From an optimization exercise on the open Yosys and OpenROAD flow, aimed at small area; shortcuts taken in it are not production practice. RTL that was checked went through simulation tests only; none was proved equivalent to the original. Power and IR drop assume default switching activity.

== JK ==
==> module beacon_engine, before the edit <==
module beacon_engine (
    input  clk,
    input  rst_n,
    output nfeed,      
    output reg ld,     
    output reg hold,   
    output reg en      
);
reg  [8:0] w;               
reg  [4:0] j;               
reg  [17:0] e;              
reg        first;           
wire tick = (w == 9'd0);
wire sweep = ~w[8] & ~w[7] & (w[6:0] != 7'd0) & (w[6:0] <= 7'd99);
wire adv = tick & (j == 5'd16);
wire wrap = ~e[17] & (e[16:0] >= 17'd91809);
reg  [17:0] op;
always @(*) begin
  if (sweep) op = 18'd390;
  else if (adv) op = wrap ? 18'h2_028D : 18'h3_892E;
  else if (tick) op = 18'h3_692E;
  else op = 18'd0;
end
wire [18:0] c;
wire [17:0] e_n;
assign c[0] = 1'b0;
genvar i;
generate for (i = 0; i < 18; i = i + 1) begin : g_add
  assign e_n[i] = e[i] ^ op[i] ^ c[i];
  assign c[i+1] = (e[i] & op[i]) | (c[i] & (e[i] ^ op[i]));
end endgenerate
always @(posedge clk or negedge rst_n)
  if (!rst_n) begin
    w <= 9'd151; j <= 5'd25; e <= 18'h3_6B3D; first <= 1'b1; en <= 1'b0;
    ld <= 1'b0; hold <= 1'b1;
  end else begin
    if (tick) begin
      w <= (j == 5'd25) ? 9'd379 : 9'd433;
      j <= (j == 5'd25) ? 5'd7 : j + 5'd1;
    end else
      w <= w - 9'd1;
    e <= e_n;
    if (adv && wrap) first <= 1'b0;
    if (tick) en <= 1'b1;
    ld <= (w == 9'd1);
    hold <= (w != 9'd1);
  end
beacon_chars u_chars (.k(w[6:0]), .j(j), .e(e), .first(first), .nfeed(nfeed));
endmodule
clock: 6.0 ns
lec_check: 0
cap_margin: 20
core_margin: 2
core_utilization: 40
slew_margin: 20
standard.sh (not shown) runs the stock make flow with config.mk's settings and CLKGATE_MAP_FILE= SYNTH_SCRIPT=/design/flow/synth_recipe.tcl, a recipe that flattens the netlist after the stock synthesis.
==> flow/flow/run.sh <==
#!/bin/bash
# Standard ORFS layout with small port buffers and a small clock tree.
set -o pipefail
bash standard.sh \
  ABC_AREA=1 \
  BUFFER_PORTS_ARGS="-buffer_cell sky130_fd_sc_hd__buf_1" \
  CTS_ARGS="-sink_clustering_enable -repair_clock_nets -dont_use_dummy_load -sink_clustering_size 10 -sink_clustering_max_diameter 40 -buf_list {sky130_fd_sc_hd__clkbuf_4}" \
  finish > flow.log 2>&1
The layout from JK, despite a flow that completed every stage, fails the layout checks, with the failing checks listed as setup timing.
Inputs modified between JK and TR:
--- a/flow/design.v
+++ b/flow/design.v
@@ -648,48 +648,61 @@
     output reg ld,     
     output reg hold,   
     output reg en      
 );
 reg  [8:0] w;               
 reg  [4:0] j;               
-reg  [17:0] e;              
+reg  [12:0] lo;
+reg  [4:0] hi;
+reg        cy;
 reg        first;           
-wire tick = (w == 9'd0);
-wire sweep = ~w[8] & ~w[7] & (w[6:0] != 7'd0) & (w[6:0] <= 7'd99);
-wire adv = tick & (j == 5'd16);
-wire wrap = ~e[17] & (e[16:0] >= 17'd91809);
+reg        sw;              
+reg        tk;              
+reg        adv;             
+reg        wrap;            
+wire [4:0] ht = hi + {4'd0, cy};
+wire [17:0] e = {ht, lo};
 reg  [17:0] op;
 always @(*) begin
-  if (sweep) op = 18'd390;
+  if (sw) op = 18'd390;
   else if (adv) op = wrap ? 18'h2_028D : 18'h3_892E;
-  else if (tick) op = 18'h3_692E;
+  else if (tk) op = 18'h3_692E;
   else op = 18'd0;
 end
-wire [18:0] c;
-wire [17:0] e_n;
+wire [13:0] c;
+wire [12:0] lo_n;
 assign c[0] = 1'b0;
 genvar i;
-generate for (i = 0; i < 18; i = i + 1) begin : g_add
-  assign e_n[i] = e[i] ^ op[i] ^ c[i];
-  assign c[i+1] = (e[i] & op[i]) | (c[i] & (e[i] ^ op[i]));
+generate for (i = 0; i < 13; i = i + 1) begin : g_add
+  assign lo_n[i] = lo[i] ^ op[i] ^ c[i];
+  assign c[i+1] = (lo[i] & op[i]) | (c[i] & (lo[i] ^ op[i]));
 end endgenerate
+wire last = (w == 9'd1);
 always @(posedge clk or negedge rst_n)
   if (!rst_n) begin
-    w <= 9'd151; j <= 5'd25; e <= 18'h3_6B3D; first <= 1'b1; en <= 1'b0;
+    w <= 9'd151; j <= 5'd25; lo <= 13'h0B3D; hi <= 5'h1B; cy <= 1'b0;
+    first <= 1'b1; en <= 1'b0; sw <= 1'b0; tk <= 1'b0; adv <= 1'b0; wrap <= 1'b0;
     ld <= 1'b0; hold <= 1'b1;
   end else begin
-    if (tick) begin
+    if (tk) begin
       w <= (j == 5'd25) ? 9'd379 : 9'd433;
       j <= (j == 5'd25) ? 5'd7 : j + 5'd1;
     end else
       w <= w - 9'd1;
-    e <= e_n;
+    lo <= lo_n;
+    hi <= hi + op[17:13] + {4'd0, cy};
+    cy <= c[13];
+    if (w == 9'd100) sw <= 1'b1;
+    else if (last) sw <= 1'b0;
+    tk <= last;
+    adv <= last & (j == 5'd16);
+    wrap <= ~e[17] & (e[16:0] >= 17'd91419);
     if (adv && wrap) first <= 1'b0;
-    if (tick) en <= 1'b1;
-    ld <= (w == 9'd1);
-    hold <= (w != 9'd1);
+    if (tk) en <= 1'b1;
+    ld <= last;
+    hold <= ~last;
   end
 beacon_chars u_chars (.k(w[6:0]), .j(j), .e(e), .first(first), .nfeed(nfeed));
 endmodule
 module fpga_top (
 output tx_R19,
 output tx_T11,
[summary]
TR did not stop at any stage, and its layout met the timing, design-rule and antenna checks.
Layout buffering overhead excluding clock cells in TR is 3.3 points below JK.
Compared with JK, TR is more frugal on power.
Of JK and TR, the higher later-pin clock latency in the skew report belongs to JK.
TR vs JK: layout overhead on the synthesized area down in TR
JK → TR: register bit total from synthesis saw an increase; post-CTS setup repair buffer count now smaller; share of final layout cell area taken by clock buffers and inverters down 0.17 points; setup slack +1240 ps.
Only the layout flow was run in JK; the RTL was not checked for function there.


Another version of the RTL of fpga_top (not shown whole).
Size in the first run: about 890 cells after synthesis, about 240 flip-flops, ~8600 µm² of cells after synthesis.
Design fpga_top, start of the top module:
module fpga_top (
output tx_R19,
output tx_T11,
output tx_T10,
output tx_T12,
output tx_U12,
output tx_U13,
output tx_V13,
output tx_V12,
output tx_W13,
output tx_T14,
output tx_T15,
output tx_P14,
output tx_R14,
output tx_Y16,
output tx_Y17,
output tx_W14,
output tx_Y14,
output tx_T16,
output tx_U17,
output tx_V15,
output tx_W15,
output tx_U14,
output tx_U15,
output tx_U18,
output tx_U19,
output tx_P19,
output tx_N20,
output tx_P20,
output tx_T20,
output tx_U20,
output tx_V20,
output tx_W20,
output tx_Y18,
output tx_Y19,
output tx_V16,
output tx_W16,
output tx_R16,
output tx_R17,
output tx_T17,
output tx_R18,
output tx_V17,
output tx_V18,
output tx_W18,
output tx_W19,
output tx_N17,
output tx_P18,
output tx_P15,
output tx_P16,
output tx_T19,
output tx_G14,
output tx_C20,
output tx_B20,
output tx_B19,
output tx_A20,
output tx_E17,
output tx_D18,
output tx_D19,
output tx_D20,
output tx_E18,
output tx_E19,
output tx_F16,
output tx_F17,
output tx_M19,
output tx_M20,
output tx_M17,
output tx_M18,
output tx_L19,
output tx_L20,
output tx_K19,
output tx_J19,
output tx_L16,
output tx_L17,
  ...
==> module beacon_engine, before the edit <==
module beacon_engine (
    input  clk,
    input  rst_n,
    output nfeed,      
    output reg ld,     
    output reg hold,   
    output reg en      
);
reg  [8:0] w;               
reg  [4:0] j;               
reg  [12:0] lo;
reg  [4:0] hi;
reg        cy;
reg        first;           
reg        wrap;            
wire tk = ld;               
wire sw = ~w[8] & ~w[7] & (w[6:0] != 7'd0) & (w[6:0] <= 7'd99);    
wire adv = tk & (j == 5'd16);    
wire [4:0] ht = hi + {4'd0, cy};
wire [17:0] e = {ht, lo};
reg  [17:0] op;
always @(*) begin
  if (sw) op = 18'd390;
  else if (adv) op = wrap ? 18'h2_028D : 18'h3_892E;
  else if (tk) op = 18'h3_692E;
  else op = 18'd0;
end
wire [13:0] c;
wire [12:0] lo_n;
assign c[0] = 1'b0;
genvar i;
generate for (i = 0; i < 13; i = i + 1) begin : g_add
  assign lo_n[i] = lo[i] ^ op[i] ^ c[i];
  assign c[i+1] = (lo[i] & op[i]) | (c[i] & (lo[i] ^ op[i]));
end endgenerate
wire last = (w == 9'd1);
always @(posedge clk or negedge rst_n)
  if (!rst_n) begin
    w <= 9'd151; j <= 5'd25; lo <= 13'h0B3D; hi <= 5'h1B; cy <= 1'b0;
    first <= 1'b1; en <= 1'b0; wrap <= 1'b0;
    ld <= 1'b0; hold <= 1'b1;
  end else begin
    if (tk) begin
      w <= (j == 5'd25) ? 9'd379 : 9'd433;
      j <= (j == 5'd25) ? 5'd7 : j + 5'd1;
    end else
      w <= w - 9'd1;
    lo <= lo_n;
    hi <= hi + op[17:13] + {4'd0, cy};
    cy <= c[13];
    wrap <= ~ht[4] & ((ht[3] & ht[2]) | ((ht[3:0] == 4'd11) & (lo >= 13'h51B)));
    if (adv && wrap) first <= 1'b0;
    if (tk) en <= 1'b1;
    ld <= last;
    hold <= ~last;
  end
beacon_chars u_chars (.k(w[6:0]), .j(j), .e(e), .first(first), .nfeed(nfeed));
endmodule
export LEC_CHECK = 0
export CAP_MARGIN = 20
export CORE_MARGIN = 2
export CORE_UTILIZATION = 40
export SLEW_MARGIN = 20
create_clock -name core_clock -period 6.0 [get_ports {clk}]
Scripts as last shown in full above: flow/flow/run.sh
Edit:
--- a/flow/design.v
+++ b/flow/design.v
@@ -608,12 +608,11 @@
 reg  [12:0] lo;
 reg  [4:0] hi;
 reg        cy;
 reg        first;           
+reg        sw;              
+reg        adv;             
 reg        wrap;            
-wire tk = ld;               
-wire sw = ~w[8] & ~w[7] & (w[6:0] != 7'd0) & (w[6:0] <= 7'd99);    
-wire adv = tk & (j == 5'd16);    
 wire [4:0] ht = hi + {4'd0, cy};
 wire [17:0] e = {ht, lo};
 reg  [17:0] op;
 always @(*) begin
@@ -630,12 +629,13 @@
   assign lo_n[i] = lo[i] ^ op[i] ^ c[i];
   assign c[i+1] = (lo[i] & op[i]) | (c[i] & (lo[i] ^ op[i]));
 end endgenerate
 wire last = (w == 9'd1);
+wire tk = ld;               
 always @(posedge clk or negedge rst_n)
   if (!rst_n) begin
     w <= 9'd151; j <= 5'd25; lo <= 13'h0B3D; hi <= 5'h1B; cy <= 1'b0;
-    first <= 1'b1; en <= 1'b0; wrap <= 1'b0;
+    first <= 1'b1; en <= 1'b0; sw <= 1'b0; adv <= 1'b0; wrap <= 1'b0;
     ld <= 1'b0; hold <= 1'b1;
   end else begin
     if (tk) begin
       w <= (j == 5'd25) ? 9'd379 : 9'd433;
@@ -644,8 +644,11 @@
       w <= w - 9'd1;
     lo <= lo_n;
     hi <= hi + op[17:13] + {4'd0, cy};
     cy <= c[13];
+    if (w == 9'd100) sw <= 1'b1;
+    else if (last) sw <= 1'b0;
+    adv <= last & (j == 5'd16);
     wrap <= ~ht[4] & ((ht[3] & ht[2]) | ((ht[3:0] == 4'd11) & (lo >= 13'h51B)));
     if (adv && wrap) first <= 1'b0;
     if (tk) en <= 1'b1;
     ld <= last;
Worst setup slack improves by 0.90 ns.
Count of clock-buffer cells in the layout falls by 5.
Maximum frequency increases by 19%.
Power came out lower by 1.7%.
Wire length decreases by 7.7%.
Via count came out lower by 2.3%.
Worst hold slack is better by 0.0081 ns.
Global-route usage went down by 1.6 points.
Critical path depth decreases by 8.
Design area decreases by 1.4%.
For the first run of this note, only the layout was checked, not whether the RTL still works.

-- what the ideal ports hide --
How much do the figures lean on ideal ports? The routed layouts below were timed once more, with nothing changed but the port constraints. Step 1 sets driving cells, clkbuf_16 on the clock port and buf_2 on the other inputs (assumed; they add their load-dependent delay and slew). Step 2 adds t to the input delays and takes it off the output delays; t is the mean of the earliest and latest rising clock arrival at the registers after step 1. Input paths then give back, and output paths get back, about the clock's delay inside the block. Slacks: ideal / step 1 / step 2; pairs: ideal / step 1.
run | shift t [ns] | setup WS [ns] | worst hold slack (ns)
JK | 0.680 | -0.138 / -0.138 / -0.138 | 0.241 / 0.241 / 0.241
TR | 0.627 | 1.098 / 1.098 / 1.098 | 0.339 / 0.339 / 0.339
the first run of note 2 | 0.599 | 0.408 / 0.408 / 0.408 | 0.312 / 0.312 / 0.312
the second run of note 2 | 0.627 | 1.309 / 1.309 / 1.309 | 0.320 / 0.320 / 0.320
